Background: an optimization exercise with open tools, aiming at small area, a short achievable clock period and few clock cycles. Do not read the settings as production practice. Where RTL was checked, it was by simulation tests only, not by an equivalence proof against the original. For runs 1 and 8, only the layout was checked, not whether the RTL still works. Power and IR drop assume default switching activity.

--- flow/run.sh ---
#!/bin/bash
# Standard layout, with plain buffers on the ports.
set -e
echo 'export BUFFER_PORTS_ARGS = -buffer_cell sky130_fd_sc_hd__buf_2' >> config.mk
bash standard.sh > standard.log 2>&1
--- standard.sh ---
#!/bin/bash
# synth_recipe.tcl (not shown) runs the flow's synth.tcl, then flattens the netlist and writes it again
# the make line also repeats each setting of config.mk as NAME=value (left out here)
make -C /OpenROAD-flow-scripts/flow DESIGN_CONFIG=/design/flow/config.mk WORK_HOME=/design/flow/orfs CLKGATE_MAP_FILE= SYNTH_SCRIPT=/design/flow/synth_recipe.tcl "${@:-finish}"
--- config.mk ---
export PLATFORM = sky130hd
export DESIGN_NAME = mult_accelerator
export DESIGN_NICKNAME = mult_accelerator
export VERILOG_FILES = /design/flow/design.v
export SDC_FILE = /design/flow/constraint.sdc
export NUM_CORES = 4
export LEC_CHECK = 0
export CAP_MARGIN = 20
export CORE_MARGIN = 2
export CORE_UTILIZATION = 65
export CTS_BUF_LIST = sky130_fd_sc_hd__clkbuf_8
export PLACE_DENSITY = 0.75
export SETUP_SLACK_MARGIN = 3.6
export SLEW_MARGIN = 20
export BUFFER_PORTS_ARGS = -buffer_cell sky130_fd_sc_hd__buf_2
--- constraint.sdc ---
create_clock -name core_clock -period 6.0 [get_ports {clk}]
set_input_delay 1.2000 -clock core_clock [delete_from_list [all_inputs] [get_ports {clk}]]
set_output_delay 1.2000 -clock core_clock [all_outputs]
set_load 0.01 [all_outputs]
--- design.v ---
module mult_accelerator (
	input clk,
	output read_n,
	output write_n,
	output chipselect,
	input waitrequest,
	output [31:0] address,
	output [1:0] byteenable,
	input readdatavalid,
	input [15:0] readdata,
	output [15:0] writedata,
	input reset_n
);
assign byteenable = 2'b11;
assign chipselect = 1'b1;
localparam [15:0] PIX1 = 16'd1,     W1 = 16'd50,    R1 = 16'd39250,
                  PIX2 = 16'd39450, W2 = 16'd39463, R2 = 16'd49463;
localparam [5:0] PLAST1 = PIX1[5:0] + 6'd48, PLAST2 = PIX2[5:0] + 6'd12;
localparam [9:0] RLAST1 = R1[9:0] + 10'd199, RLAST2 = R2[9:0] + 10'd199;
localparam [13:0] OFS1 = -14'sd6272, OFS2 = -14'sd1600;
localparam [2:0] S_POLL = 3'd0, S_RUN = 3'd1, S_END = 3'd2, S_WR = 3'd3,
                 S_FL0 = 3'd4, S_FLAG = 3'd5;
reg [2:0]  state;
reg        layer2;       
reg        cmd;          
reg        ph;           
reg [1:0]  sd;           
reg        gl;           
reg        rl;           
reg [5:0]  pa;           
reg [9:0]  ra;           
reg [15:0] wptr;         
reg [15:0] aq;           
reg        rd, wr;       
reg [1:0]  t1, t2;       
reg        clr;          
reg [15:0] pix;          
reg [1:0]  q;            
reg [4:0]  y01, y23;     
reg        yv;           
reg        cy;           
reg [5:0]  acc_lo;
reg [7:0]  acc_hi;
assign read_n = !rd;
assign write_n = !wr;
assign address = {2'b11, 13'd0, aq, 1'b0};
assign writedata = {{2{acc_hi[7]}}, acc_hi, acc_lo};
wire adv = !(rd || wr) || !waitrequest;
wire [9:0] phi = layer2 ? PIX2[15:6] : PIX1[15:6];
wire [5:0] plo = layer2 ? PIX2[5:0] : PIX1[5:0];
wire wl = (sd == 2'd0);                
wire acc_done = !t1[1] && !t2[1] && !yv;
always @(posedge clk) begin
	if (!reset_n) begin
		state <= S_POLL;
		rd <= 1'b0;
		wr <= 1'b0;
	end else if (state == S_POLL && cmd) begin
		state <= S_RUN;
		rd <= 1'b1;
		aq <= {phi, plo};
	end else if (adv) begin
		case (state)
			S_POLL: begin
				rd <= 1'b1;
				aq <= 16'd0;
			end
			S_RUN: begin
				if (ph || !wl)
					aq <= wptr;
				else if (gl) begin
					state <= S_END;
					aq <= {phi, plo};
				end else
					aq <= {phi, pa};
			end
			S_END: begin
				rd <= 1'b0;
				if (acc_done) begin
					state <= S_WR;
					aq <= {layer2 ? R2[15:10] : R1[15:10], ra};
					wr <= 1'b1;
				end
			end
			S_WR: begin
				wr <= 1'b0;
				if (rl)
					state <= S_FL0;
				else begin
					state <= S_RUN;
					aq <= wptr;
					rd <= 1'b1;
				end
			end
			S_FL0: begin
				state <= S_FLAG;
				aq <= 16'd0;
				wr <= 1'b1;
			end
			default: begin
				state <= S_POLL;
				wr <= 1'b0;
			end
		endcase
	end
end
always @(posedge clk) begin
	if (!reset_n) begin
		cmd <= 1'b0;
		t1 <= 2'b00;
		t2 <= 2'b00;
	end else begin
		cmd <= (state == S_POLL) && !cmd && readdatavalid &&
		       (&readdata[15:2]) && (readdata[1] ^ readdata[0]);
		t2 <= t1;
		t1 <= (!waitrequest && rd && (state == S_RUN || state == S_END)) ? {!ph, ph} : 2'b00;
	end
end
always @(posedge clk) begin
	if (state == S_POLL) begin
		if (readdatavalid && !cmd)
			layer2 <= readdata[0];
		ph <= 1'b1;
		gl <= 1'b0;
		pa <= plo + 6'd1;
		ra <= layer2 ? R2[9:0] : R1[9:0];
		wptr <= layer2 ? W2 : W1;
	end else if (adv) begin
		if ((state == S_RUN && (ph || !wl)) || (state == S_WR && !rl))
			wptr <= wptr + 16'd1;
		if ((state == S_RUN || state == S_END) && ph) begin
			ph <= 1'b0;
			sd <= (layer2 && gl) ? 2'd1 : 2'd3;
		end
		if (state == S_RUN && !ph) begin
			sd <= sd - 2'd1;
			if (wl) begin
				ph <= 1'b1;
				if (gl) begin
					pa <= plo + 6'd1;
					gl <= 1'b0;
				end else begin
					pa <= pa + 6'd1;
					gl <= (pa == (layer2 ? PLAST2 : PLAST1));
				end
			end
		end
		if (state == S_END && acc_done) begin
			ra <= ra + 10'd1;
			rl <= (ra == (layer2 ? RLAST2 : RLAST1));
		end
	end
end
wire arr_pix = t2[0];
wire arr_wt  = t2[1];
reg [3:0] g;
always @(*)
	case (q)
		2'd0: g = pix[15:12];
		2'd1: g = pix[11:8];
		2'd2: g = pix[7:4];
		default: g = pix[3:0];
	endcase
wire [3:0] o0 = g[0] ? {~readdata[3],  readdata[2:0]}   : 4'd8;
wire [3:0] o1 = g[1] ? {~readdata[7],  readdata[6:4]}   : 4'd8;
wire [3:0] o2 = g[2] ? {~readdata[11], readdata[10:8]}  : 4'd8;
wire [3:0] o3 = g[3] ? {~readdata[15], readdata[14:12]} : 4'd8;
wire [6:0] lo_sum = acc_lo + y01 + y23;
always @(posedge clk) begin
	clr <= (state == S_POLL && cmd) || (state == S_WR && adv);
	if (arr_pix)
		pix <= readdata;
	if (arr_pix)
		q <= 2'd0;
	else if (arr_wt)
		q <= q + 2'd1;
	y01 <= arr_wt ? o0 + o1 : 5'd0;
	y23 <= arr_wt ? o2 + o3 : 5'd0;
	yv <= arr_wt;
	if (clr || state == S_FL0) begin
		acc_lo <= {6{state == S_FL0}};
		acc_hi <= (state == S_FL0) ? 8'hFF : (layer2 ? OFS2[13:6] : OFS1[13:6]);
		cy <= 1'b0;
	end else begin
		acc_lo <= lo_sum[5:0];
		acc_hi <= acc_hi + cy;
		cy <= lo_sum[6];
	end
end
endmodule
==> results of run 1 <==
[power breakdown]
| part | internal, W | total [W] | leakage [nW] | switching (W) |
|---|---|---|---|---|
| clock network | 0.000234 | 0.000480 | 0.115 | 0.000246 |
| registers | 0.000801 | 0.000814 | 1.02 | 0.0000127 |
| logic | 0.0000260 | 0.0000658 | 1.51 | 0.0000398 |
[layer usage]
layer | global-route usage | vias to the layer above
met5 | 0 | -
met4 | 0.08628 | 0
met3 | 0.05756 | 32
met2 | 0.4390 | 150
met1 | 0.3133 | 2111
li1 | - | 2115
[path summary, 6_finish.rpt]
kind            end  cells past startpoint  slack, ns
max reg2reg  y01[4]                     11       3.61
min           t2[0]                      1       0.45
min reg2reg   t2[0]                      1       0.45
max          y01[4]                     11       3.61
[sequential cells by signal, indices dropped and copies added (netlist names)]
signal  count
acc_hi      8
pa          6
q           2
t2          2
y01         5
yv          1
clr         1
y23         5
ph          1
sd          2
ra         10
rd          1
gl          1
wr          1
rl          1
wptr       16
aq         16
cy          1
cmd         1
acc_lo      6
pix        16
layer2      1
state       3
t1          2
[cell usage in the layout (no fill, tap or decap), types with 6 or more instances in the layout]
cell,instances
o21ai_0,24
xnor2_1,21
conb_1,19
nand4_1,13
o21a_1,7
nor2b_1,11
edfxtp_1,68
nand2b_1,6
and2_1,19
mux2i_1,8
o22ai_1,6
buf_4,7
clkbuf_8,9
ha_1,19
nand3_1,15
dfxtp_1,38
nand2_1,35
a21oi_1,27
nor2_1,39
buf_2,53
nor3_1,15
xor2_1,12
inv_1,33
fa_1,7
and3_1,6
[synth_stat cells (2+ instances only)]
| master | n |
|---|---|
| buf_4 | 21 |
| and2_1 | 19 |
| nand3_1 | 15 |
| o22ai_1 | 6 |
| nor3b_1 | 2 |
| edfxtp_1 | 68 |
| xor2_1 | 12 |
| nor3_4 | 2 |
| nor2b_1 | 11 |
| mux2i_1 | 8 |
| o21a_1 | 7 |
| nor3_1 | 15 |
| or3_1 | 3 |
| a21o_1 | 5 |
| o21ai_1 | 4 |
| clkbuf_1 | 7 |
| inv_1 | 35 |
| o21ai_0 | 24 |
| nor2_1 | 40 |
| xnor2_1 | 21 |
| clkbuf_8 | 4 |
| a21oi_1 | 28 |
| and4_1 | 5 |
| a22o_1 | 5 |
| a31oi_1 | 4 |
| fa_1 | 8 |
| a222oi_1 | 4 |
| conb_1 | 2 |
| nand2b_1 | 6 |
| a221oi_1 | 2 |
| o211a_1 | 2 |
| nor4b_1 | 2 |
| a22oi_1 | 5 |
| nand2_1 | 35 |
| and3_1 | 6 |
| buf_2 | 8 |
| o21bai_1 | 2 |
| ha_1 | 23 |
| nand4_1 | 13 |
| dfxtp_1 | 41 |
| a31o_1 | 5 |
| mux2_4 | 2 |
| nor3b_2 | 2 |
| buf_6 | 7 |
[timing repair]
action                                  4_1_cts  5_1_grt
hold buffers                                  0        0
endpoints found under the setup margin       13       23
setup buffers                                 1        4
resized for setup                             3       14
pin swaps                                     0        8
[stage by stage]
step                      instances  worst slack [ns]
after floorplan                 595             3.689
after global placement          713             3.422
after detailed placement        713             3.398
after CTS                       730             3.601
after global routing            734             3.514
final                           734             3.610
[cell families (layout without fill, tap and decap cells)]
logic type,Yosys count,count (layout),share of synthesized area
AO/OA/AOI/OAI,121,121,0.1361
multiplexers,11,11,0.01988
flip-flops,109,109,0.4689
other,2,19,0.001230
XOR/XNOR,33,33,0.04734
buffers and inverters,84,112,0.08156
adder cells (fa/ha/maj),31,31,0.07336
AND/OR/NAND/NOR,187,187,0.1717
[final cells by class]
class | instances | area [µm²] | area share
Clock inverter | 7 | 88.84 | 0.01360
Sequential cell | 109 | 2872 | 0.4395
Inverter | 36 | 135.1 | 0.02068
Tap cell | 111 | 138.9 | 0.02126
Multi-Input combinational cell | 402 | 2858 | 0.4374
Clock buffer | 9 | 123.9 | 0.01896
Timing Repair Buffer | 60 | 317.8 | 0.04864
==> results.sh, run 1 <==
export IMPL_status="no timing/DRC/antenna violations"
export IMPL_rows=35
export IMPL_hp_class="flop to flop"
export IMPL_grt_overflow=0
export IMPL_critPathSlowestCell="a222oi_1"
export IMPL_area_delta_synth_final_pct=7.008
export IMPL_firstDrtPassIters=6
export IMPL_numCtsBuffers=9
export IMPL_cts_root_buf="clkbuf_8"
export IMPL_grt_pass1_vias=4145
export IMPL_crit_start="q[1]"
export IMPL_hold_viol=0
export IMPL_powerDensity_mw_per_mm2=208.2
export IMPL_r2r_start="q[1]"
export IMPL_antenna_found_initial=0
export IMPL_remaining_drc_errors=0
export IMPL_drt_total_wl_um=12890
export IMPL_wl_per_cell_um=17.57
export IMPL_async_reset_ff_frac=0
export IMPL_cp_common_cell="o21a_1"
export IMPL_via_count=4408
export IMPL_final_min_clock_period_ns=2.390
export IMPL_critPathRequiredTime_ns=6.29
export IMPL_dpl_cell_area_mm2=0.006233
export IMPL_path_delay_family="compound AO/OA/AOI/OAI gates"
export IMPL_gp_congestion=0.8864
export IMPL_yosysUniqueCellTypes=76
export IMPL_maxSlewViolCount=0
export IMPL_leakagePower_nw=2.652
export IMPL_setup_viol=0
export IMPL_drive_gt1_frac=0.1750
export IMPL_synth_area_leaders="edfxtp_1, dfxtp_1, ha_1, xnor2_1, fa_1"
export IMPL_cts_sinks=109
export IMPL_dieArea_mm2=0.01018
export IMPL_design_portCount=73
export IMPL_cts_path_max_buffers=2
export IMPL_fillCellCount=703
export IMPL_hpwl_um=9280
export IMPL_yosysTopAreaCell="edfxtp_1"
export IMPL_htreeDepth=3
export IMPL_hold_ws_ns=0.4496
export IMPL_startpoint_type="flop"
export IMPL_crit_fanout=4
export IMPL_drtIter0Drc=284
export IMPL_criticalPathCategory="flop to flop"
export IMPL_synth_area_per_cell_um2=10.56
export IMPL_cts_tree="built"
export IMPL_ys_ff_latch=109
export IMPL_num_antenna_cells=0
export IMPL_finClkSkew_ns=0.01666
export IMPL_relSlewSlack=0.4564
export IMPL_top_layer_used="met4"
export IMPL_synth_edf_count=68
export IMPL_clk_latency_ns=0.38
export IMPL_totalPowerFinal_w=0.001360
export IMPL_max_stage_delay_ns=0.41
export IMPL_die_w_um=100.9
export IMPL_ys_flop_type="edfxtp_1"
export IMPL_wl_met3_um=731
export IMPL_grt_first_pass_wirelength_um=19980
export IMPL_utilization=0.7105
export IMPL_cp_cell_sequence="inv_2 > ha_2 > a222oi_1 > mux2i_1 > and2_1 > ha_1 > inv_1 > fa_1 > nor2b_1 > o21a_1 > o21a_1"
export IMPL_rsz0062_at_grt="true"
export IMPL_wl_met2_um=6431
export IMPL_yosysWarnings=1
export IMPL_critPathBufInv=2
export IMPL_grt_max_degree=26
export IMPL_die_h_um=100.9
export IMPL_nets=669
export IMPL_crit_arrival_ns=2.68
export IMPL_gr_usage_all_layers=0.2535
export IMPL_design_area_mm2=0.006534
export IMPL_clkTransAtPathRegs_ns=0.11
export IMPL_setup_tns_ns=0
export IMPL_ys_seq_area_frac=0.4689
export IMPL_synth_area_mm2=0.006106
export IMPL_ir_drop_uv=165.0
export IMPL_worst_pin_slew_ns=0.8128
export IMPL_max_cap_violations=0
export IMPL_fin_crit_sh=0.3983
export IMPL_fmax_mhz=418.4
export IMPL_netlist_instances=578
export IMPL_core_mm2=0.009196
export IMPL_numPortBuffers=53
export IMPL_hold_start="t1[0]"
export IMPL_viasPerCell=6.005
export IMPL_postRouteAntennaNets=0
export IMPL_yosysTopAreaCellShare=0.3344
export IMPL_start_util=0.6639
export IMPL_wl_met1_um=5397
export IMPL_end_kind="flop"
==> run 2: changes to the inputs <==
--- a/design.v
+++ b/design.v
@@ -36,5 +36,4 @@
 reg        clr;          
 reg [15:0] pix;          
-reg [1:0]  q;            
 reg [4:0]  y01, y23;     
 reg        yv;           
@@ -154,12 +153,5 @@
 wire arr_pix = t2[0];
 wire arr_wt  = t2[1];
-reg [3:0] g;
-always @(*)
-	case (q)
-		2'd0: g = pix[15:12];
-		2'd1: g = pix[11:8];
-		2'd2: g = pix[7:4];
-		default: g = pix[3:0];
-	endcase
+wire [3:0] g = pix[15:12];
 wire [3:0] o0 = g[0] ? {~readdata[3],  readdata[2:0]}   : 4'd8;
 wire [3:0] o1 = g[1] ? {~readdata[7],  readdata[6:4]}   : 4'd8;
@@ -171,8 +163,6 @@
 	if (arr_pix)
 		pix <= readdata;
-	if (arr_pix)
-		q <= 2'd0;
 	else if (arr_wt)
-		q <= q + 2'd1;
+		pix <= {pix[11:0], 4'd0};
 	y01 <= arr_wt ? o0 + o1 : 5'd0;
 	y23 <= arr_wt ? o2 + o3 : 5'd0;
==> run 2 against run 1 <==
Effect of this change: sequential share of layout area increased by 0.88 points; clock skew grew 0.00098 ns; worst hold slack improved by 0.016 ns; synthesized cell count down 0.69%; non-clock buffer count shrank 5; critical path type is now primary input to flop.
==> results.sh, run 2 <==
export IMPL_cts_path_max_buffers=2
export IMPL_grt_first_pass_wirelength_um=19760
export IMPL_worst_pin_slew_ns=0.7441
export IMPL_powerDensity_mw_per_mm2=217.2
export IMPL_power_switching_w=0.0003355
export IMPL_combinationalPowerShare=0.060
export IMPL_remaining_drc_errors=0
export IMPL_worst_r2r_path_depth=5
export IMPL_totalPowerFinal_w=0.001368
export IMPL_setup_viol=0
export IMPL_synth_area_per_cell_um2=10.20
export IMPL_hp_class="flop to flop"
export IMPL_dieArea_mm2=0.009786
export IMPL_ys_seq_area_frac=0.4819
export IMPL_synth_edf_count=68
export IMPL_critPathRequiredTime_ns=6.02
export IMPL_crit_fanout=16
export IMPL_post_cts_buffers=0
export IMPL_cts_sinks=107
export IMPL_grt_pass1_vias=4026
export IMPL_viasPerCell=5.963
export IMPL_num_antenna_cells=0
export IMPL_clk_latency_ns=0.38
export IMPL_htreeDepth=3
export IMPL_drt_total_wl_um=12010
export IMPL_rows=34
export IMPL_rsz0062_at_grt="false"
export IMPL_fmax_mhz=448.0
export IMPL_path_delay_family="compound AO/OA/AOI/OAI gates"
export IMPL_yosysTopAreaCellShare=0.3486
export IMPL_synth_most_common_cell="edfxtp_1"
export IMPL_fin_crit_sh=0.3720
export IMPL_leakagePower_nw=2.532
export IMPL_worstSetupPathDepth=4
export IMPL_cp_cell_sequence="buf_2 > o21ai_1 > a21oi_1 > nor2_4"
export IMPL_gp_congestion=0.9082
export IMPL_grt_overflow=0
export IMPL_fillCellCount=655
export IMPL_reg_top3="aq: 16 flops, pix: 16 flops, wptr: 16 flops"
export IMPL_final_min_clock_period_ns=2.232
export IMPL_switching_share=0.2452
export IMPL_ir_drop_uv=152.5
export IMPL_status="no timing/DRC/antenna violations"
export IMPL_power_share_clock=0.344
export IMPL_grt_max_degree=24
export IMPL_start_util=0.6716
export IMPL_yosysUniqueCellTypes=62
export IMPL_drtIter0Drc=268
export IMPL_cts_tree="built"
export IMPL_wl_per_cell_um=16.63
export IMPL_crit_arrival_ns=2.25
export IMPL_yosysWarnings=1
export IMPL_clkTransAtPathRegs_ns=0.10
export IMPL_critPathBufInv=1
export IMPL_numPortBuffers=53
export IMPL_finClkSkew_ns=0.01764
export IMPL_hold_start="t1[0]"
export IMPL_final_common_cell="edfxtp_1"
export IMPL_synth_area_mm2=0.005857
export IMPL_firstDrtPassIters=5
export IMPL_hold_viol=0
export IMPL_async_reset_ff_frac=0
export IMPL_die_w_um=98.93
export IMPL_ys_flop_type="edfxtp_1"
export IMPL_r2r_start="sd[0]"
export IMPL_ys_ff_latch=107
export IMPL_criticalPathCategory="primary input to flop"
export IMPL_netlist_instances=574
export IMPL_startpoint_type="primary input"
export IMPL_critPathSlowestCell="nor2_4"
export IMPL_p_seq_frac=0.596
export IMPL_design_portCount=73
export IMPL_synth_area_leaders="edfxtp_1, dfxtp_1, ha_1, a21oi_1, xor2_1"
export IMPL_hpwl_um=8589
export IMPL_cts_root_buf="clkbuf_8"
export IMPL_max_cap_violations=0
export IMPL_setup_tns_ns=0
export IMPL_layout_common_cells="edfxtp_1, buf_2, nand2_1, a21oi_1, dfxtp_1"
export IMPL_yosysTopAreaCell="edfxtp_1"
export IMPL_synth_common_cells="edfxtp_1, nand2_1, a21oi_1"
export IMPL_core_mm2=0.008721
export IMPL_nets=656
export IMPL_via_count=4305
export IMPL_die_h_um=98.93
export IMPL_worstHoldPathCells=1
export IMPL_crit_start="waitrequest"
export IMPL_drive_gt1_frac=0.1645
export IMPL_rrSetupSlack_ns=3.78
export IMPL_numCtsBuffers=9
export IMPL_postRouteAntennaNets=0
export IMPL_antenna_found_initial=0
export IMPL_area_delta_synth_final_pct=7.562
export IMPL_max_stage_delay_ns=0.42
export IMPL_intPower_w=0.001033
export IMPL_maxSlewViolCount=0
export IMPL_gr_usage_all_layers=0.2520
export IMPL_end_kind="flop"
export IMPL_relSlewSlack=0.5033
[run 2: cell type report]
cell class              instances  area, µm²  area share
repair buffers                 55      280.3     0.04449
multi-input cells             414       2763      0.4385
clock inverters                 7      91.34     0.01450
flip-flops and latches        107       2824      0.4483
inverters                      22      82.58     0.01311
clock buffers                   9      123.9     0.01966
well taps                     108      135.1     0.02145
[run 2: cells by family after synthesis]
family | share of synthesized area
AO/OA/AOI/OAI | 0.1299
XOR/XNOR | 0.04785
buffers and inverters | 0.06217
multiplexers | 0.02863
AND/OR/NAND/NOR | 0.1803
adder cells (fa/ha/maj) | 0.06793
flip-flops | 0.4819
other | 0.001282
[run 2: metal layers]
| metal | vias up | track usage | share of wire |
|---|---|---|---|
| met3 | 23 | 0.03475 | 0.057 |
| met2 | 157 | 0.3732 | 0.45 |
| li1 | 2082 | - | - |
| met1 | 2043 | 0.3875 | 0.47 |
| met4 | 0 | 0.07903 | 0.018 |
| met5 | - | 0 | 0 |
[run 2: what timing repair did]
action | 4_1_cts | 5_1_grt
gates resized for setup | 3 | 3
hold buffers | 0 | 0
pin swaps | 0 | 0
setup endpoints to repair | 29 | 31
[run 2: worst register-to-register path, cell delays in order (launching register included)]
cell and delay, ns:
edfxtp_1 0.40, inv_1 0.07, ha_1 0.21, nor2b_1 0.57, o21ai_2 0.28, a221o_1 0.45
[run 2: through the flow]
step | instance area (µm²) | utilization | hold WS [ns] | std cells | setup WS [ns]
global route | 6300 | 0.7224 | 0.4784 | 722 | 3.630
CTS | 6286 | 0.7208 | 0.4594 | 722 | 3.657
detailed placement | 6063 | 0.6953 | 0.4238 | 706 | 3.171
floorplan | 5923 | - | 0.3581 | 591 | 3.659
finish | 6300 | 0.7224 | 0.4652 | 722 | 3.768
global placement | 6063 | 0.6953 | 0.4234 | 706 | 3.206
[run 2: worst paths after layout]
check / endpoint
max: wptr[8]
min: t2[0]
max reg2reg: aq[9]
min reg2reg: t2[0]
[run 2: power groups by stage]
stage | sequential, W | combinational, W | clock (W)
2_1_floorplan | 0.000826 | 0.0000608 | 0
3_3_place_gp | 0.000831 | 0.0000779 | 0
3_5_place_dp | 0.000832 | 0.0000798 | 0
4_1_cts | 0.000815 | 0.0000804 | 0.000481
5_1_grt | 0.000819 | 0.0000908 | 0.000507
6_report | 0.000815 | 0.0000817 | 0.000471
Testbench counts of run 2, summed over its fixed seeds: cycles 573,099.
==> run 3: changes to the inputs <==
--- a/config.mk
+++ b/config.mk
@@ -11,5 +11,5 @@
 export CTS_BUF_LIST = sky130_fd_sc_hd__clkbuf_8
 export PLACE_DENSITY = 0.75
-export SETUP_SLACK_MARGIN = 3.6
+export SETUP_SLACK_MARGIN = 4.0
 export SLEW_MARGIN = 20
 export BUFFER_PORTS_ARGS = -buffer_cell sky130_fd_sc_hd__buf_2
==> run 3 against run 2 <==
Effect of this change: sequential share of layout area fell by 3.1 points; flip-flop and latch count did not move; combinational power up 35%; maximum frequency up 5.0%; worst hold slack better by 0.00075 ns; cell area grew 8.8%.
==> results.sh, run 3 <==
export IMPL_status="no timing/DRC/antenna violations"
export IMPL_synth_common_cells="edfxtp_1, nand2_1, a21oi_1"
export IMPL_cts_sinks=107
export IMPL_area_delta_synth_final_pct=17.03
export IMPL_postRouteAntennaNets=0
export IMPL_htreeDepth=3
export IMPL_worst_pin_slew_ns=0.9336
export IMPL_drt_total_wl_um=13140
export IMPL_firstDrtPassIters=4
export IMPL_grt_first_pass_wirelength_um=20980
export IMPL_synth_area_per_cell_um2=10.20
export IMPL_clk_latency_ns=0.38
export IMPL_cts_tree="built"
export IMPL_yosysTopAreaCellShare=0.3486
export IMPL_p_seq_frac=0.604
export IMPL_crit_arrival_ns=0.92
export IMPL_synthSimpleGateAreaFrac=0.1803
export IMPL_relSlewSlack=0.3742
export IMPL_synth_mux_area_frac=0.02863
export IMPL_leakagePower_nw=2.719
export IMPL_core_mm2=0.008721
export IMPL_hp_class="flop to flop"
export IMPL_ys_seq_area_frac=0.4819
export IMPL_ys_ff_latch=107
export IMPL_power_switching_w=0.0003420
export IMPL_remaining_drc_errors=0
export IMPL_numPortBuffers=53
export IMPL_cts_root_buf="clkbuf_8"
export IMPL_startpoint_type="flop"
export IMPL_critPathRequiredTime_ns=4.80
export IMPL_cp_cell_sequence="buf_2"
export IMPL_hold_buffers=0
export IMPL_layout_common_cells="edfxtp_1, nand2_1, a21oi_1, nor2_1, o21ai_0"
export IMPL_setup_tns_ns=0
export IMPL_end_kind="output port"
export IMPL_intPower_w=0.001004
export IMPL_viasPerCell=6.048
export IMPL_synth_most_common_cell="edfxtp_1"
export IMPL_fmax_mhz=470.7
export IMPL_synth_area_leaders="edfxtp_1, dfxtp_1, ha_1, a21oi_1, xor2_1"
export IMPL_fillCellCount=540
export IMPL_max_stage_delay_ns=0.40
export IMPL_gp_congestion=0.9126
export IMPL_utilization=0.7859
export IMPL_finClkSkew_ns=0.01302
export IMPL_drive_gt1_frac=0.2893
export IMPL_synth_edf_count=68
export IMPL_setup_viol=0
export IMPL_grt_overflow=0
export IMPL_ys_flop_type="edfxtp_1"
export IMPL_rows=34
export IMPL_netlist_instances=574
export IMPL_start_util=0.6716
export IMPL_hpwl_um=8692
export IMPL_maxSlewViolCount=0
export IMPL_clkTransAtPathRegs_ns=0.10
export IMPL_yosysUniqueCellTypes=62
export IMPL_cts_path_max_buffers=2
export IMPL_design_portCount=73
export IMPL_synthAdderAreaFrac=0.06793
export IMPL_yosysTopAreaCell="edfxtp_1"
export IMPL_grt_pass1_vias=4284
export IMPL_switching_share=0.2541
export IMPL_seq_area_mm2=0.002860
export IMPL_yosysWarnings=1
export IMPL_grt_max_degree=24
export IMPL_criticalPathCategory="flop to output port"
export IMPL_antenna_found_initial=0
export IMPL_synth_xor_area_share=0.04785
export IMPL_die_h_um=98.93
export IMPL_hold_viol=0
export IMPL_ir_drop_uv=188.1
export IMPL_synth_area_mm2=0.005857
export IMPL_power_share_clock=0.314
export IMPL_dieArea_mm2=0.009786
export IMPL_final_common_cell="edfxtp_1"
export IMPL_fin_crit_sh=0.3541
export IMPL_num_antenna_cells=0
export IMPL_reg_top3="aq: 16 flops, pix: 16 flops, wptr: 16 flops"
export IMPL_numCtsBuffers=9
export IMPL_critPathBufInv=1
export IMPL_multiInputGateArea_mm2=0.002974
export IMPL_combinationalPowerShare=0.082
export IMPL_critPathSlowestCell="edfxtp_1"
export IMPL_wl_per_cell_um=17.66
export IMPL_via_count=4500
export IMPL_gr_usage_all_layers=0.2669
export IMPL_max_cap_violations=0
export IMPL_async_reset_ff_frac=0
export IMPL_path_delay_family="flip-flops"
export IMPL_synth_compound_area_frac=0.1299
export IMPL_powerDensity_mw_per_mm2=196.4
export IMPL_final_min_clock_period_ns=2.125
export IMPL_nets=678
export IMPL_rsz0062_at_grt="true"
export IMPL_die_w_um=98.93
export IMPL_crit_fanout=1
export IMPL_synth_top_family_by_area="simple AND/OR/NAND/NOR gates"
export IMPL_drtIter0Drc=325
-- run 3: cell counts after synthesis --
Identical to the previous run, type by type.
-- run 3: metrics by stage --
| stage | area, µm² | setup WS (ns) | hold slack [ns] | total power (W) | instances |
|---|---|---|---|---|---|
| 3_3_place_gp | 6162 | 3.538 | 0.4258 | 0.0009134 | 705 |
| 5_1_grt | 6854 | 3.787 | 0.4803 | 0.001392 | 744 |
| 4_1_cts | 6683 | 3.867 | 0.4714 | 0.001338 | 736 |
| 6_report | 6854 | 3.875 | 0.4659 | 0.001346 | 744 |
| 2_1_floorplan | 6031 | 3.758 | 0.3581 | 0.0008909 | 591 |
| 3_5_place_dp | 6162 | 3.525 | 0.4350 | 0.0009164 | 705 |
-- run 3: worst paths after layout --
path / start / to / slack (ns) / cells past startpoint
worst max register to register: y23[1] / acc_lo[5] / 3.91 / 8
worst min-delay path: t1[0] / t2[0] / 0.47 / 1
worst max-delay path: aq[15] / address[16] / 3.88 / 1
worst min register to register: t1[0] / t2[0] / 0.47 / 1
-- run 3: worst reg2reg max path, stage by stage (launching register included) --
cell and delay (ns):
dfxtp_2 0.34, fa_1 0.54, ha_2 0.18, inv_2 0.04
fa_2 0.34, nor2b_2 0.12, o21a_1 0.16, nor3_1 0.06
o31ai_1 0.23
-- run 3: layer usage --
layer	vias up	global-route usage	wire [µm]
met5	-	0	0
met4	0	0.08008	245
met3	24	0.04894	912
met2	201	0.4044	6080
met1	2142	0.3948	5902
li1	2133	-	-
-- run 3: cell families after synthesis --
| kind of cell | Yosys count |
|---|---|
| AOI/OAI and AO/OA | 122 |
| xor gates and xnor gates | 32 |
| adders and majority gates | 27 |
| buffers and inverters | 70 |
| DFF | 107 |
| muxes | 15 |
| other | 2 |
| and+or+nand+nor | 199 |
-- run 3: timing repair --
action / CTS / global route
buffers inserted: 15 / 6
pin swaps: 14 / 13
resized for setup: 61 / 22
setup endpoints to repair: 119 / 85
cloned: 0 / 2
-- run 3: power by group through the flow --
stage	Combinational, W	Clock (W)	Sequential [W]
2_1_floorplan	0.0000641	0	0.000827
3_3_place_gp	0.0000825	0	0.000831
3_5_place_dp	0.0000846	0	0.000832
4_1_cts	0.000100	0.000425	0.000813
5_1_grt	0.000120	0.000456	0.000816
6_report	0.000110	0.000422	0.000813
-- run 3: cell type report --
class	count	area share
clock inverter	7	0.008397
timing repair buffer	76	0.09036
sequential	107	0.4173
tap	108	0.01972
multi-input combinational	415	0.4339
clock buffer	9	0.01807
inverter	22	0.01223
==> run 4: changes to the inputs <==
--- a/config.mk
+++ b/config.mk
@@ -9,7 +9,7 @@
 export CORE_MARGIN = 2
 export CORE_UTILIZATION = 65
-export CTS_BUF_LIST = sky130_fd_sc_hd__clkbuf_8
+export CTS_BUF_LIST = sky130_fd_sc_hd__clkbuf_4 sky130_fd_sc_hd__clkbuf_8
 export PLACE_DENSITY = 0.75
-export SETUP_SLACK_MARGIN = 4.0
+export SETUP_SLACK_MARGIN = 3.8
 export SLEW_MARGIN = 20
 export BUFFER_PORTS_ARGS = -buffer_cell sky130_fd_sc_hd__buf_2
==> run 4 against run 3 <==
Effect of this change: via count down 1.9%; register-to-register slack hardly changed; setup slack lost 0.041 ns; clock skew is 0.0028 ns lower; critical path type unchanged; worst hold slack worse by 0.0029 ns; routed wire length is 6.2% lower; count of clock-buffer cells in the layout rose by 1; non-clock buffer count shrank 20; synthesized area is the same; sequential power is essentially flat; synthesized cell count unchanged; critical path depth is the same.
==> results.sh, run 4 <==
export IMPL_status="no timing/DRC/antenna violations"
export IMPL_ir_drop_uv=153.4
export IMPL_remaining_drc_errors=0
export IMPL_crit_arrival_ns=0.97
export IMPL_final_min_clock_period_ns=2.166
export IMPL_layout_common_cells="edfxtp_1, buf_2, nand2_1, a21oi_1, dfxtp_1"
export IMPL_numPortBuffers=53
export IMPL_ys_flop_type="edfxtp_1"
export IMPL_leakagePower_nw=2.555
export IMPL_rrSetupSlack_ns=3.91
export IMPL_worst_pin_slew_ns=0.6890
export IMPL_netlist_instances=574
export IMPL_critPathRequiredTime_ns=4.80
export IMPL_die_h_um=98.93
export IMPL_end_kind="output port"
export IMPL_synth_area_mm2=0.005857
export IMPL_antenna_found_initial=0
export IMPL_relSlewSlack=0.5407
export IMPL_maxSlewViolCount=0
export IMPL_die_w_um=98.93
export IMPL_wl_met2_um=5680
export IMPL_cts_sinks=107
export IMPL_wl_met1_um=5545
export IMPL_hp_class="flop to flop"
export IMPL_synth_compound_area_frac=0.1299
export IMPL_yosysTopAreaCell="edfxtp_1"
export IMPL_startpoint_type="flop"
export IMPL_setup_viol=0
export IMPL_num_antenna_cells=0
export IMPL_powerDensity_mw_per_mm2=215.5
export IMPL_cts_tree="built"
export IMPL_synth_common_cells="edfxtp_1, nand2_1, a21oi_1"
export IMPL_gp_congestion=0.9018
export IMPL_path_delay_family="flip-flops"
export IMPL_cts_root_buf="clkbuf_8"
export IMPL_synth_area_per_cell_um2=10.20
export IMPL_crit_end="address[7]"
export IMPL_design_portCount=73
export IMPL_synthAdderAreaFrac=0.06793
export IMPL_synthSimpleGateAreaFrac=0.1803
export IMPL_synth_mux_area_frac=0.02863
export IMPL_final_common_cell="edfxtp_1"
export IMPL_clk_latency_ns=0.37
export IMPL_yosysTopAreaCellShare=0.3486
export IMPL_reg_top3="aq: 16 flops, pix: 16 flops, wptr: 16 flops"
export IMPL_seq_area_mm2=0.002828
export IMPL_r2r_start="acc_lo[1]"
export IMPL_top_layer_used="met4"
export IMPL_yosysUniqueCellTypes=62
export IMPL_drt_total_wl_um=12330
export IMPL_htreeDepth=3
export IMPL_grt_overflow=0
export IMPL_synth_top_family_by_area="simple AND/OR/NAND/NOR gates"
export IMPL_rows=34
export IMPL_fmax_mhz=461.8
export IMPL_clkTransAtPathRegs_ns=0.10
export IMPL_area_delta_synth_final_pct=9.015
export IMPL_gr_usage_all_layers=0.2599
export IMPL_synth_xor_area_share=0.04785
export IMPL_max_stage_delay_ns=0.44
export IMPL_critPathSlowestCell="edfxtp_1"
export IMPL_nets=657
export IMPL_yosysWarnings=1
export IMPL_worstSetupPathDepth=1
export IMPL_via_count=4415
export IMPL_async_reset_ff_frac=0
export IMPL_wl_per_cell_um=17.05
export IMPL_core_mm2=0.008721
export IMPL_rsz0062_at_grt="false"
export IMPL_hold_viol=0
export IMPL_wl_met3_um=928
export IMPL_start_util=0.6716
export IMPL_multiInputGateArea_mm2=0.002819
export IMPL_worst_r2r_path_depth=8
export IMPL_max_cap_violations=0
export IMPL_grt_first_pass_wirelength_um=20480
export IMPL_grt_max_degree=30
export IMPL_utilization=0.7321
export IMPL_cts_path_max_buffers=2
export IMPL_ys_seq_area_frac=0.4819
export IMPL_cp_cell_sequence="buf_2"
export IMPL_critPathBufInv=1
export IMPL_postRouteAntennaNets=0
export IMPL_crit_start="aq[6]"
export IMPL_dieArea_mm2=0.009786
export IMPL_synth_area_leaders="edfxtp_1, dfxtp_1, ha_1, a21oi_1, xor2_1"
export IMPL_numCtsBuffers=9
export IMPL_reg2reg_to="acc_lo[5]"
export IMPL_fillCellCount=634
export IMPL_drtIter0Drc=258
export IMPL_setup_tns_ns=0
export IMPL_drive_gt1_frac=0.1984
export IMPL_synth_edf_count=68
export IMPL_grt_pass1_vias=4248
export IMPL_fin_crit_sh=0.3609
export IMPL_criticalPathCategory="flop to output port"
export IMPL_synth_most_common_cell="edfxtp_1"
export IMPL_hpwl_um=8846
export IMPL_finClkSkew_ns=0.01022
export IMPL_viasPerCell=6.107
export IMPL_firstDrtPassIters=5
export IMPL_ys_ff_latch=107
export IMPL_hold_buffers=0
export IMPL_crit_fanout=1
run 4: cell counts after synthesis:
No cell type changed its count.
run 4: layout make-up:
class | instances | share of cell area
tap | 108 | 0.02116
clock buffer | 10 | 0.02058
clock inverter | 6 | 0.01333
sequential | 107 | 0.4429
multi-input combinational | 414 | 0.4415
inverter | 22 | 0.01352
timing repair buffer | 56 | 0.04703
run 4: worst min-delay path by stage:
stage,startpoint,to,slack (ns),cells after the start
final,t1[0],t2[0],0.46,1
after global routing,t1[0],t2[0],0.49,1
after CTS,t1[0],t2[0],0.46,1
after detailed placement,t1[0],t2[0],0.42,1
after global placement,t1[0],t2[0],0.42,1
after floorplan,t2[1],yv,0.36,0
run 4: repair_timing:
action | 4_1_cts | 5_1_grt
pin swaps | 1 | 0
setup endpoints to repair | 45 | 47
setup buffers | 1 | 0
resized for setup | 6 | 7
run 4: logic make-up after synthesis:
family | after synthesis
AND/OR/NAND/NOR | 199
AO/OA/AOI/OAI | 122
flip-flops | 107
buffers and inverters | 70
XOR/XNOR | 32
adder cells (fa/ha/maj) | 27
multiplexers | 15
other | 2
run 4: through the flow:
step,hold slack (ns),total power (W),instances,instance area (µm²),setup WS [ns]
finish,0.4630,0.001376,723,6385,3.834
global route,0.4903,0.001417,723,6385,3.799
CTS,0.4613,0.001382,723,6365,3.815
detailed placement,0.4235,0.0009135,706,6117,3.392
global placement,0.4245,0.0009113,706,6117,3.409
floorplan,0.3581,0.0008893,591,5983,3.757
run 4: layer usage:
layer  up-vias  global-route usage
li1       2093                   -
met1      2098              0.3779
met2       207              0.4054
met3        17             0.03759
met4         0             0.08430
met5         -                   0
run 4: power breakdown:
part	total [W]	leakage [nW]	switching [W]	internal, W
sequential	0.000816	1.01	0.0000219	0.000794
combinational	0.0000836	1.43	0.0000482	0.0000354
clock	0.000476	0.115	0.000251	0.000225
==> run 5: changes to the inputs <==
--- a/config.mk
+++ b/config.mk
@@ -8,7 +8,7 @@
 export CAP_MARGIN = 20
 export CORE_MARGIN = 2
-export CORE_UTILIZATION = 65
-export CTS_BUF_LIST = sky130_fd_sc_hd__clkbuf_4 sky130_fd_sc_hd__clkbuf_8
-export PLACE_DENSITY = 0.75
+export CORE_UTILIZATION = 75
+export CTS_BUF_LIST = sky130_fd_sc_hd__clkbuf_8
+export PLACE_DENSITY = 0.85
 export SETUP_SLACK_MARGIN = 3.8
 export SLEW_MARGIN = 20
==> run 5 against run 4 <==
Effect of this change: critical endpoint unchanged; flip-flop and latch count did not move; critical path type unchanged; utilization is 9.9 points higher; synthesized area unchanged.
==> results.sh, run 5 <==
export IMPL_drt_total_wl_um=13010
export IMPL_utilization=0.8307
export IMPL_cts_sinks=107
export IMPL_clk_latency_ns=0.37
export IMPL_status="no timing/DRC/antenna violations"
export IMPL_setup_tns_ns=0
export IMPL_ys_ff_latch=107
export IMPL_numCtsBuffers=9
export IMPL_fmax_mhz=460.8
export IMPL_critPathRequiredTime_ns=4.80
export IMPL_rrSetupSlack_ns=3.89
export IMPL_layout_common_cells="edfxtp_1, buf_2, nand2_1, a21oi_1, dfxtp_1"
export IMPL_area_delta_synth_final_pct=8.460
export IMPL_final_min_clock_period_ns=2.170
export IMPL_yosysTopAreaCell="edfxtp_1"
export IMPL_cts_root_buf="clkbuf_8"
export IMPL_ir_drop_uv=159.2
export IMPL_reg_top3="aq: 16 flops, pix: 16 flops, wptr: 16 flops"
export IMPL_gp_congestion=0.9559
export IMPL_fin_crit_sh=0.3617
export IMPL_crit_arrival_ns=0.97
export IMPL_critPathBufInv=1
export IMPL_max_cap_violations=0
export IMPL_leakagePower_nw=2.544
export IMPL_power_switching_w=0.0003345
export IMPL_ys_seq_area_frac=0.4819
export IMPL_worst_r2r_path_depth=8
export IMPL_yosysWarnings=1
export IMPL_synth_edf_count=68
export IMPL_ys_flop_type="edfxtp_1"
export IMPL_num_antenna_cells=0
export IMPL_design_portCount=73
export IMPL_worst_pin_slew_ns=0.7015
export IMPL_crit_end="address[7]"
export IMPL_netlist_instances=574
export IMPL_startpoint_type="flop"
export IMPL_worstSetupPathDepth=1
export IMPL_switching_share=0.2486
export IMPL_drtIter0Drc=534
export IMPL_critPathSlowestCell="edfxtp_1"
export IMPL_hpwl_um=9163
export IMPL_path_delay_family="flip-flops"
export IMPL_intPower_w=0.001011
export IMPL_async_reset_ff_frac=0
export IMPL_end_kind="output port"
export IMPL_grt_overflow=0
export IMPL_synth_area_mm2=0.005857
export IMPL_grt_first_pass_wirelength_um=20980
export IMPL_yosysUniqueCellTypes=62
export IMPL_powerDensity_mw_per_mm2=211.8
export IMPL_combinationalPowerShare=0.064
export IMPL_reg2reg_to="acc_lo[5]"
export IMPL_core_mm2=0.007647
export IMPL_grt_max_degree=30
export IMPL_remaining_drc_errors=0
export IMPL_relSlewSlack=0.5323
export IMPL_final_common_cell="edfxtp_1"
export IMPL_cts_path_max_buffers=2
export IMPL_viasPerCell=6.322
export IMPL_max_stage_delay_ns=0.43
export IMPL_r2r_start="acc_lo[1]"
export IMPL_hp_class="flop to flop"
export IMPL_numPortBuffers=53
export IMPL_crit_fanout=1
export IMPL_firstDrtPassIters=5
export IMPL_p_seq_frac=0.608
export IMPL_hold_viol=0
export IMPL_cts_tree="built"
export IMPL_setup_viol=0
export IMPL_start_util=0.7659
export IMPL_yosysTopAreaCellShare=0.3486
export IMPL_cp_cell_sequence="buf_2"
export IMPL_nets=657
export IMPL_htreeDepth=3
export IMPL_synth_area_per_cell_um2=10.20
export IMPL_die_w_um=92.37
export IMPL_die_h_um=92.37
export IMPL_criticalPathCategory="flop to output port"
export IMPL_wl_per_cell_um=18.14
export IMPL_clkTransAtPathRegs_ns=0.11
export IMPL_drive_gt1_frac=0.1984
export IMPL_synth_area_leaders="edfxtp_1, dfxtp_1, ha_1, a21oi_1, xor2_1"
export IMPL_synth_common_cells="edfxtp_1, nand2_1, a21oi_1"
export IMPL_rows=32
export IMPL_finClkSkew_ns=0.008654
export IMPL_via_count=4533
export IMPL_rsz0062_at_grt="true"
export IMPL_postRouteAntennaNets=0
export IMPL_maxSlewViolCount=0
export IMPL_grt_pass1_vias=4328
export IMPL_crit_start="aq[6]"
export IMPL_antenna_found_initial=0
export IMPL_gr_usage_all_layers=0.3152
export IMPL_dieArea_mm2=0.008532
export IMPL_power_share_clock=0.328
export IMPL_synth_most_common_cell="edfxtp_1"
run 5: area by class of cell:
type,count,area [µm²]
clock inverters,5,41.29
well taps,102,127.6
inverters,22,86.33
flip-flops and latches,107,2829
repair buffers,56,300.3
multi-input cells,414,2816
clock buffers,11,151.4
fillers,459,1295
run 5: repair_timing:
action,4_1_cts,5_1_grt
setup buffers,0,1
gates resized for setup,6,7
endpoints found under the setup margin,30,60
pin swaps,0,1
hold buffers,0,0
run 5: power groups by stage:
stage	combinational, W	clock (W)	sequential, W
floorplan	0.0000628	0	0.000826
global placement	0.0000791	0	0.000831
detailed placement	0.0000822	0	0.000833
CTS	0.0000839	0.000438	0.000816
global route	0.0000944	0.000465	0.000820
finish	0.0000858	0.000442	0.000818
run 5: per-layer routing:
metal	vias up	track usage	part of all wire
met5	-	0	0
met4	0	0.1343	0.025
met3	38	0.04638	0.099
met2	295	0.5018	0.47
met1	2119	0.4364	0.41
li1	2081	-	-
run 5: how the worst min path moves through the flow:
stage,slack [ns],start,cells past startpoint,endpoint
global route,0.49,t1[0],1,t2[0]
detailed placement,0.43,t1[0],1,t2[0]
CTS,0.48,t1[0],1,t2[0]
finish,0.48,t1[0],1,t2[0]
floorplan,0.36,t2[1],0,yv
global placement,0.43,t1[0],1,t2[0]
run 5: logic make-up after synthesis:
family                   after synthesis  synth area share
multiplexers                          15           0.02863
other                                  2          0.001282
buffers and inverters                 70           0.06217
flip-flops                           107            0.4819
AND/OR/NAND/NOR                      199            0.1803
AO/OA/AOI/OAI                        122            0.1299
adder cells (fa/ha/maj)               27           0.06793
XOR/XNOR                              32           0.04785
run 5: through the flow:
step                hold slack, ns   power, W  instances  worst slack (ns)  area [µm²]
global route                0.4879   0.001379        717             3.789        6352
global placement            0.4282  0.0009103        700             3.450        6110
floorplan                   0.3581  0.0008893        591             3.757        5983
detailed placement          0.4346  0.0009149        700             3.400        6110
CTS                         0.4761   0.001338        716             3.803        6312
finish                      0.4801   0.001346        717             3.830        6352
==> run 6: changes to the inputs <==
--- a/config.mk
+++ b/config.mk
@@ -8,7 +8,7 @@
 export CAP_MARGIN = 20
 export CORE_MARGIN = 2
-export CORE_UTILIZATION = 75
+export CORE_UTILIZATION = 65
 export CTS_BUF_LIST = sky130_fd_sc_hd__clkbuf_8
-export PLACE_DENSITY = 0.85
+export PLACE_DENSITY = 0.75
 export SETUP_SLACK_MARGIN = 3.8
 export SLEW_MARGIN = 20
==> run 6 against run 5 <==
Effect of this change: still clean on timing, DRC and antenna; flip-flop and latch count unchanged; global-route usage decreased by 5.5 points; cell count up 0.84%; via count fell by 3.5%; sequential power barely moved; total power up 1.7%; synthesized area stayed put; critical path depth stayed put; first-iteration DRC count shrank 58%; critical path type unchanged; critical endpoint unchanged; largest power group unchanged.
==> results.sh, run 6 <==
export IMPL_setup_tns_ns=0
export IMPL_synth_area_mm2=0.005857
export IMPL_numCtsBuffers=9
export IMPL_gr_usage_all_layers=0.2599
export IMPL_max_stage_delay_ns=0.43
export IMPL_critPathBufInv=1
export IMPL_fin_crit_sh=0.3595
export IMPL_cts_tree="built"
export IMPL_yosysUniqueCellTypes=62
export IMPL_async_reset_ff_frac=0
export IMPL_grt_max_degree=30
export IMPL_start_util=0.6716
export IMPL_nets=657
export IMPL_fillCellCount=633
export IMPL_firstDrtPassIters=6
export IMPL_crit_arrival_ns=0.96
export IMPL_reg_top3="aq: 16 flops, pix: 16 flops, wptr: 16 flops"
export IMPL_fmax_mhz=463.6
export IMPL_cts_sinks=107
export IMPL_wl_per_cell_um=16.92
export IMPL_synth_area_leaders="edfxtp_1, dfxtp_1, ha_1, a21oi_1, xor2_1"
export IMPL_maxSlewViolCount=0
export IMPL_dp_slack_ns=3.392
export IMPL_clkTransAtPathRegs_ns=0.10
export IMPL_hp_class="flop to flop"
export IMPL_die_w_um=98.93
export IMPL_setup_viol=0
export IMPL_synth_most_common_cell="edfxtp_1"
export IMPL_crit_fanout=1
export IMPL_drtIter0Drc=223
export IMPL_final_min_clock_period_ns=2.157
export IMPL_hold_buffers=0
export IMPL_drt_total_wl_um=12230
export IMPL_criticalPathCategory="flop to output port"
export IMPL_rows=34
export IMPL_die_h_um=98.93
export IMPL_layout_cells_non_filler=723
export IMPL_num_antenna_cells=0
export IMPL_netlist_instances=574
export IMPL_htreeDepth=3
export IMPL_final_common_cell="edfxtp_1"
export IMPL_yosysTopAreaCellShare=0.3486
export IMPL_path_delay_family="flip-flops"
export IMPL_ys_seq_area_frac=0.4819
export IMPL_status="no timing/DRC/antenna violations"
export IMPL_grt_overflow=0
export IMPL_ys_flop_type="edfxtp_1"
export IMPL_synth_common_cells="edfxtp_1, nand2_1, a21oi_1"
export IMPL_core_mm2=0.008721
export IMPL_ir_drop_uv=153.5
export IMPL_numPortBuffers=53
export IMPL_rrSetupSlack_ns=3.92
export IMPL_hold_viol=0
export IMPL_ys_ff_latch=107
export IMPL_design_portCount=73
export IMPL_via_count=4375
export IMPL_cts_root_buf="clkbuf_8"
export IMPL_relSlewSlack=0.5400
export IMPL_hpwl_um=8846
export IMPL_clk_latency_ns=0.37
export IMPL_critPathRequiredTime_ns=4.80
export IMPL_yosysTopAreaCell="edfxtp_1"
export IMPL_startpoint_type="flop"
export IMPL_placed_cells=706
export IMPL_rsz0062_at_grt="false"
export IMPL_grt_pass1_vias=4247
export IMPL_finClkSkew_ns=0.009232
export IMPL_layout_common_cells="edfxtp_1, buf_2, nand2_1, a21oi_1, dfxtp_1"
export IMPL_antenna_found_initial=0
export IMPL_max_cap_violations=0
export IMPL_viasPerCell=6.051
export IMPL_drive_gt1_frac=0.1967
export IMPL_remaining_drc_errors=0
export IMPL_synth_edf_count=68
export IMPL_dieArea_mm2=0.009786
export IMPL_critPathSlowestCell="edfxtp_1"
export IMPL_yosysWarnings=1
export IMPL_synth_area_per_cell_um2=10.20
export IMPL_cts_path_max_buffers=2
export IMPL_leakagePower_nw=2.556
export IMPL_worst_pin_slew_ns=0.6900
export IMPL_area_delta_synth_final_pct=8.951
export IMPL_end_kind="output port"
export IMPL_totalPowerFinal_w=0.001368
export IMPL_postRouteAntennaNets=0
export IMPL_fin_ws_ns=3.843
export IMPL_cp_cell_sequence="buf_2"
export IMPL_grt_first_pass_wirelength_um=20480
export IMPL_powerDensity_mw_per_mm2=214.4
export IMPL_gp_congestion=0.9018
## run 6: cell counts after synthesis
No cell type changed its count.
## run 6: through the flow
| stage | utilization | hold WS (ns) | area (µm²) |
|---|---|---|---|
| final | 0.7317 | 0.4623 | 6381 |
| after global routing | 0.7317 | 0.4903 | 6381 |
| after CTS | 0.7294 | 0.4610 | 6361 |
| after detailed placement | 0.7014 | 0.4235 | 6117 |
| after global placement | 0.7014 | 0.4245 | 6117 |
| after floorplan | - | 0.3581 | 5983 |
## run 6: kinds of logic after synthesis
group,share of synthesized area
simple gates,0.1803
compound gates,0.1299
flops,0.4819
buf+inv,0.06217
xor+xnor,0.04785
fa+ha+maj,0.06793
mux,0.02863
other cells,0.001282
## run 6: layout make-up
class / instances / area [µm²] / area share
Sequential cell: 107 / 2828 / 0.4431
Clock inverter: 7 / 88.84 / 0.01392
Inverter: 22 / 86.33 / 0.01353
Tap cell: 108 / 135.1 / 0.02118
Clock buffer: 9 / 123.9 / 0.01941
Multi-Input combinational cell: 414 / 2819 / 0.4418
Timing Repair Buffer: 56 / 300.3 / 0.04706
## run 6: metal layers
metal  global-route usage  routed length [µm]  vias to the layer above
met1               0.3779                5442                     2061
met3              0.03759                1020                       17
met5                    0                   0                        -
met4              0.08430                 161                        0
met2               0.4054                5609                      207
li1                     -                   -                     2090
## run 6: final timing paths
kind | from | to | depth (start not counted)
setup reg to reg | acc_lo[1] | acc_lo[5] | 8
hold / removal | t1[0] | t2[0] | 1
hold reg to reg | t1[0] | t2[0] | 1
setup / recovery | aq[6] | address[7] | 1
## run 6: power breakdown
part | total (W) | leakage [nW] | switching, W | internal, W
Sequential | 0.000816 | 1.01 | 0.0000219 | 0.000794
Combinational | 0.0000835 | 1.43 | 0.0000481 | 0.0000354
Clock | 0.000468 | 0.116 | 0.000250 | 0.000219
Total | 0.00137 | 2.56 | 0.000319 | 0.00105
## run 6: repair_timing
action / in CTS / in global routing
gates cloned: 0 / 0
buffers inserted: 1 / 0
endpoints found under the hold margin: 0 / 0
pin swaps: 1 / 0
setup endpoints to repair: 45 / 47
gates resized for setup: 6 / 7
==> run 7: changes to the inputs <==
--- a/config.mk
+++ b/config.mk
@@ -6,4 +6,5 @@
 export NUM_CORES = 4
 export LEC_CHECK = 0
+export ABC_CLOCK_PERIOD_IN_PS = 2200
 export CAP_MARGIN = 20
 export CORE_MARGIN = 2
==> run 7 against run 6 <==
Effect of this change: largest cell class unchanged; count of clock-buffer cells in the layout is the same; total power is the same; die area is the same; flip-flop and latch count is the same; still clean; register-to-register slack is essentially flat; critical path depth is the same.
==> results.sh, run 7 <==
export IMPL_status="no timing/DRC/antenna violations"
export IMPL_critPathBufInv=1
export IMPL_cp_cell_sequence="buf_2"
export IMPL_viasPerCell=6.051
export IMPL_setup_viol=0
export IMPL_grt_first_pass_wirelength_um=20480
export IMPL_drive_gt1_frac=0.1967
export IMPL_remaining_drc_errors=0
export IMPL_clk_latency_ns=0.37
export IMPL_start_util=0.6716
export IMPL_end_kind="output port"
export IMPL_maxSlewViolCount=0
export IMPL_max_stage_delay_ns=0.43
export IMPL_max_cap_violations=0
export IMPL_clkTransAtPathRegs_ns=0.10
export IMPL_synth_most_common_cell="edfxtp_1"
export IMPL_startpoint_type="flop"
export IMPL_rows=34
export IMPL_yosysWarnings=1
export IMPL_grt_overflow=0
export IMPL_cts_path_max_buffers=2
export IMPL_seq_area_mm2=0.002828
export IMPL_gr_usage_all_layers=0.2599
export IMPL_hp_class="flop to flop"
export IMPL_wl_per_cell_um=16.92
export IMPL_critPathRequiredTime_ns=4.80
export IMPL_antenna_found_initial=0
export IMPL_num_antenna_cells=0
export IMPL_hold_buffers=0
export IMPL_yosysTopAreaCellShare=0.3486
export IMPL_via_count=4375
export IMPL_totalPowerFinal_w=0.001368
export IMPL_synth_area_mm2=0.005857
export IMPL_relSlewSlack=0.5400
export IMPL_drtIter0Drc=223
export IMPL_criticalPathCategory="flop to output port"
export IMPL_yosysTopAreaCell="edfxtp_1"
export IMPL_critPathSlowestCell="edfxtp_1"
export IMPL_hold_ws_ns=0.4623
export IMPL_drt_total_wl_um=12230
export IMPL_synth_edf_count=68
export IMPL_fmax_mhz=463.6
export IMPL_worst_pin_slew_ns=0.6900
export IMPL_grt_pass1_vias=4247
export IMPL_core_mm2=0.008721
export IMPL_ys_ff_latch=107
export IMPL_synth_area_per_cell_um2=10.20
export IMPL_final_common_cell="edfxtp_1"
export IMPL_ys_flop_type="edfxtp_1"
export IMPL_area_delta_synth_final_pct=8.951
export IMPL_synth_common_cells="edfxtp_1, nand2_1, a21oi_1"
export IMPL_cts_sinks=107
export IMPL_path_delay_family="flip-flops"
export IMPL_ys_seq_area_frac=0.4819
export IMPL_layout_common_cells="edfxtp_1, buf_2, nand2_1, a21oi_1, dfxtp_1"
export IMPL_crit_fanout=1
export IMPL_powerDensity_mw_per_mm2=214.4
export IMPL_netlist_instances=574
export IMPL_ir_drop_uv=153.5
export IMPL_setup_tns_ns=0
export IMPL_numCtsBuffers=9
export IMPL_leakagePower_nw=2.556
export IMPL_final_min_clock_period_ns=2.157
export IMPL_hpwl_um=8846
export IMPL_async_reset_ff_frac=0
export IMPL_crit_arrival_ns=0.96
export IMPL_rsz0062_at_grt="false"
export IMPL_reg_top3="aq: 16 flops, pix: 16 flops, wptr: 16 flops"
export IMPL_dieArea_mm2=0.009786
export IMPL_cts_tree="built"
export IMPL_nets=657
export IMPL_postRouteAntennaNets=0
export IMPL_fin_crit_sh=0.3595
export IMPL_synth_area_leaders="edfxtp_1, dfxtp_1, ha_1, a21oi_1, xor2_1"
export IMPL_design_portCount=73
export IMPL_hold_viol=0
export IMPL_numPortBuffers=53
export IMPL_grt_max_degree=30
export IMPL_die_h_um=98.93
export IMPL_htreeDepth=3
export IMPL_gp_congestion=0.9018
export IMPL_multiInputGateArea_mm2=0.002819
export IMPL_finClkSkew_ns=0.009232
export IMPL_firstDrtPassIters=6
export IMPL_cts_root_buf="clkbuf_8"
export IMPL_fillCellCount=633
export IMPL_yosysUniqueCellTypes=62
export IMPL_die_w_um=98.93
run 7: cell counts after synthesis:
No cell type changed its count.
run 7: layout make-up:
type,instances,share of cell area
Multi-Input combinational cell,414,0.4418
Sequential cell,107,0.4431
Tap cell,108,0.02118
Timing Repair Buffer,56,0.04706
Inverter,22,0.01353
Clock buffer,9,0.01941
Clock inverter,7,0.01392
run 7: worst paths after layout:
| path | startpoint | endpoint | slack, ns | depth (start not counted) |
|---|---|---|---|---|
| worst min register to register | t1[0] | t2[0] | 0.46 | 1 |
| worst max register to register | acc_lo[1] | acc_lo[5] | 3.92 | 8 |
| worst min-delay path | t1[0] | t2[0] | 0.46 | 1 |
| worst max-delay path | aq[6] | address[7] | 3.84 | 1 |
run 7: layer usage:
| metal | up-vias | share of wire | routed length, µm | GRT usage |
|---|---|---|---|---|
| met1 | 2061 | 0.44 | 5442 | 0.3779 |
| met5 | - | 0 | 0 | 0 |
| met3 | 17 | 0.083 | 1020 | 0.03759 |
| met2 | 207 | 0.46 | 5609 | 0.4054 |
| li1 | 2090 | - | - | - |
| met4 | 0 | 0.013 | 161 | 0.08430 |
run 7: timing repair:
| item | 4_1_cts | 5_1_grt |
|---|---|---|
| endpoints found under the setup margin | 45 | 47 |
| gates resized for setup | 6 | 7 |
| endpoints found under the hold margin | 0 | 0 |
| setup buffers | 1 | 0 |
| pin swaps | 1 | 0 |
run 7: metrics by stage:
stage | std cells | utilization | area [µm²] | setup WS [ns]
global placement | 706 | 0.7014 | 6117 | 3.409
detailed placement | 706 | 0.7014 | 6117 | 3.392
finish | 723 | 0.7317 | 6381 | 3.843
CTS | 723 | 0.7294 | 6361 | 3.816
global route | 723 | 0.7317 | 6381 | 3.799
floorplan | 591 | - | 5983 | 3.757
run 7: logic make-up after synthesis:
| family | after synthesis | synth area share |
|---|---|---|
| flops | 107 | 0.4819 |
| simple gates | 199 | 0.1803 |
| other cells | 2 | 0.001282 |
| buf+inv | 70 | 0.06217 |
| fa+ha+maj | 27 | 0.06793 |
| xor+xnor | 32 | 0.04785 |
| mux | 15 | 0.02863 |
| compound gates | 122 | 0.1299 |
run 7: power breakdown:
| group | switching, W | internal [W] |
|---|---|---|
| logic | 0.0000481 | 0.0000354 |
| registers | 0.0000219 | 0.000794 |
| clock network | 0.000250 | 0.000219 |
run 7: worst reg2reg max path: stages, from the launching register on:
cell     delay [ns]
dfxtp_1        0.35
fa_1           0.54
ha_1           0.16
inv_1          0.06
fa_2           0.36
nor2b_1        0.12
o21a_1         0.14
nor3_1         0.05
o31ai_1        0.21
==> run 8: changes to the inputs <==
--- a/design.v
+++ b/design.v
@@ -36,4 +36,5 @@
 reg        clr;          
 reg [15:0] pix;          
+reg [1:0]  q;            
 reg [4:0]  y01, y23;     
 reg        yv;           
@@ -153,5 +154,12 @@
 wire arr_pix = t2[0];
 wire arr_wt  = t2[1];
-wire [3:0] g = pix[15:12];
+reg [3:0] g;
+always @(*)
+	case (q)
+		2'd0: g = pix[15:12];
+		2'd1: g = pix[11:8];
+		2'd2: g = pix[7:4];
+		default: g = pix[3:0];
+	endcase
 wire [3:0] o0 = g[0] ? {~readdata[3],  readdata[2:0]}   : 4'd8;
 wire [3:0] o1 = g[1] ? {~readdata[7],  readdata[6:4]}   : 4'd8;
@@ -163,6 +171,8 @@
 	if (arr_pix)
 		pix <= readdata;
+	if (arr_pix)
+		q <= 2'd0;
 	else if (arr_wt)
-		pix <= {pix[11:0], 4'd0};
+		q <= q + 2'd1;
 	y01 <= arr_wt ? o0 + o1 : 5'd0;
 	y23 <= arr_wt ? o2 + o3 : 5'd0;
--- a/config.mk
+++ b/config.mk
@@ -6,5 +6,4 @@
 export NUM_CORES = 4
 export LEC_CHECK = 0
-export ABC_CLOCK_PERIOD_IN_PS = 2200
 export CAP_MARGIN = 20
 export CORE_MARGIN = 2
==> run 8 against run 7 <==
Effect of this change: flip-flop and latch count increased by 2; clock skew is 0.0036 ns higher; critical endpoint is now y01[4]; via count increased by 5.2%; highest routed layer unchanged; worst hold slack worse by 0.019 ns; still clean on timing, DRC and antenna.
==> results.sh, run 8 <==
export IMPL_async_reset_ff_frac=0
export IMPL_hpwl_um=9191
export IMPL_hp_class="flop to flop"
export IMPL_yosysWarnings=1
export IMPL_synth_common_cells="edfxtp_1, dfxtp_1, nor2_1"
export IMPL_use_met1=0.3271
export IMPL_final_common_cell="edfxtp_1"
export IMPL_ir_drop_uv=200.8
export IMPL_grt_overflow=0
export IMPL_cts_sinks=109
export IMPL_final_min_clock_period_ns=2.391
export IMPL_ys_flop_type="edfxtp_1"
export IMPL_grt_first_pass_wirelength_um=20470
export IMPL_layout_common_cells="edfxtp_1, buf_2, nor2_1, dfxtp_1"
export IMPL_maxSlewViolCount=0
export IMPL_synth_most_common_cell="edfxtp_1"
export IMPL_crit_arrival_ns=2.69
export IMPL_clkTransAtPathRegs_ns=0.11
export IMPL_viasPerCell=6.172
export IMPL_netlist_instances=578
export IMPL_top_usage_layer="met2"
export IMPL_dieArea_mm2=0.01018
export IMPL_htreeDepth=3
export IMPL_crit_start="q[1]"
export IMPL_placed_cells=712
export IMPL_hold_start="t1[0]"
export IMPL_num_antenna_cells=0
export IMPL_fin_crit_sh=0.3986
export IMPL_drtIter0Drc=275
export IMPL_end_kind="flop"
export IMPL_numPortBuffers=53
export IMPL_die_w_um=100.9
export IMPL_worst_pin_slew_ns=0.8117
export IMPL_remaining_drc_errors=0
export IMPL_grt_pass1_vias=4168
export IMPL_utilization=0.7384
export IMPL_crit_fanout=4
export IMPL_ys_ff_latch=109
export IMPL_ys_seq_area_frac=0.4689
export IMPL_nets=681
export IMPL_clk_latency_ns=0.39
export IMPL_numCtsBuffers=9
export IMPL_layout_cells_non_filler=746
export IMPL_max_stage_delay_ns=0.50
export IMPL_gr_usage_all_layers=0.2630
export IMPL_max_cap_violations=0
export IMPL_start_util=0.6639
export IMPL_use_met2=0.4431
export IMPL_fmax_mhz=418.2
export IMPL_design_portCount=73
export IMPL_gp_congestion=0.9430
export IMPL_area_delta_synth_final_pct=11.21
export IMPL_leakagePower_nw=2.733
export IMPL_hold_buffers=0
export IMPL_core_mm2=0.009196
export IMPL_synth_area_per_cell_um2=10.56
export IMPL_synth_area_leaders="edfxtp_1, dfxtp_1, ha_1, xnor2_1, fa_1"
export IMPL_yosysUniqueCellTypes=76
export IMPL_criticalPathCategory="flop to flop"
export IMPL_cts_root_buf="clkbuf_8"
export IMPL_drt_total_wl_um=13450
export IMPL_setup_viol=0
export IMPL_yosysTopAreaCell="edfxtp_1"
export IMPL_status="no timing/DRC/antenna violations"
export IMPL_yosysTopAreaCellShare=0.3344
export IMPL_startpoint_type="flop"
export IMPL_path_delay_family="compound AO/OA/AOI/OAI gates"
export IMPL_use_met3=0.05617
export IMPL_synth_area_mm2=0.006106
export IMPL_drive_gt1_frac=0.2441
export IMPL_rsz0062_at_grt="true"
export IMPL_die_h_um=100.9
export IMPL_powerDensity_mw_per_mm2=193.1
export IMPL_hold_viol=0
export IMPL_critPathRequiredTime_ns=6.30
export IMPL_antenna_found_initial=0
export IMPL_r2r_start="q[1]"
export IMPL_cts_tree="built"
export IMPL_critPathSlowestCell="a222oi_1"
export IMPL_critPathBufInv=2
export IMPL_reg_top3="aq: 16 flops, pix: 16 flops, wptr: 16 flops"
export IMPL_cts_path_max_buffers=2
export IMPL_cp_cell_sequence="inv_4 > ha_4 > a222oi_1 > mux2i_2 > and2_4 > ha_4 > inv_2 > fa_2 > nor2b_2 > o21a_1 > o21a_1"
export IMPL_setup_tns_ns=0
export IMPL_rows=35
export IMPL_relSlewSlack=0.4571
export IMPL_firstDrtPassIters=5
export IMPL_postRouteAntennaNets=0
export IMPL_via_count=4604
export IMPL_wl_per_cell_um=18.03
export IMPL_grt_max_degree=36
export IMPL_synth_edf_count=68
export IMPL_finClkSkew_ns=0.01287
run 8: path summary, 6_finish.rpt:
check | slack (ns) | cells past startpoint | to
hold reg to reg | 0.44 | 1 | t2[0]
hold / removal | 0.44 | 1 | t2[0]
setup / recovery | 3.61 | 11 | y01[4]
setup reg to reg | 3.61 | 11 | y01[4]
run 8: layout make-up:
| type | count | area (µm²) |
|---|---|---|
| sequential | 109 | 2877 |
| tap | 111 | 138.9 |
| multi-input combinational | 402 | 3032 |
| clock inverter | 7 | 55.05 |
| timing repair buffer | 72 | 424.2 |
| fill | 656 | 2406 |
| inverter | 36 | 140.1 |
| clock buffer | 9 | 123.9 |
run 8: cell families after synthesis:
kind of cell | synth area share
compound gates | 0.1361
xor+xnor | 0.04734
fa+ha+maj | 0.07336
buf+inv | 0.08156
flops | 0.4689
mux | 0.01988
other cells | 0.001230
simple gates | 0.1717
run 8: routing by layer:
layer  up-vias  wire, µm
li1       2144         -
met1      2223      5381
met2       202      6848
met3        35       817
met4         0       403
met5         -         0
run 8: metrics by stage:
step	hold WS [ns]	setup WS [ns]	instance area [µm²]	total power [W]
final	0.4433	3.609	6790	0.001311
after global routing	0.4587	3.503	6790	0.001347
after CTS	0.4504	3.671	6714	0.001313
after detailed placement	0.4271	3.424	6300	0.0008990
after global placement	0.4154	3.437	6300	0.0008967
after floorplan	0.3988	3.742	6257	0.0008819
run 8: where the power goes:
group	switching [W]	internal [W]	leakage (nW)
sequential	0.0000130	0.000802	1.02
combinational	0.0000425	0.0000301	1.61
clock	0.000266	0.000158	0.0968
run 8: what timing repair did:
action,CTS,global route
setup endpoints to repair,79,40
buffers inserted,11,7
pin swaps,23,6
resized for setup,33,6

-- separate check: timing with driven ports --
The flow's constraints put no driver on any port. The routed layouts listed below were extracted and timed again, unchanged, in two steps.
Step 1 assumes that a clkbuf_16 drives the clock port and a buf_2 every other input.
Step 2 times the ports against the registers' clock, not the clock port: input delays grow and output delays shrink by t, the midpoint of the rising clock arrivals with the driver on.
a / b / c = ideal / step 1 / step 2; a / b = the first two.
| run | t (ns) | setup slack, ns |
|---|---|---|
| run 1 | 0.404 | 3.610 / 3.610 / 3.372 |
| run 2 | 0.401 | 3.768 / 3.776 / 3.378 |
| run 3 | 0.401 | 3.875 / 3.843 / 3.589 |
| run 4 | 0.395 | 3.834 / 3.802 / 3.522 |
| run 5 | 0.403 | 3.830 / 3.796 / 3.472 |
| run 6 | 0.393 | 3.843 / 3.811 / 3.520 |
| run 7 | 0.393 | 3.843 / 3.811 / 3.520 |
| run 8 | 0.417 | 3.609 / 3.609 / 3.496 |
After both steps setup and hold are still met in every run listed.
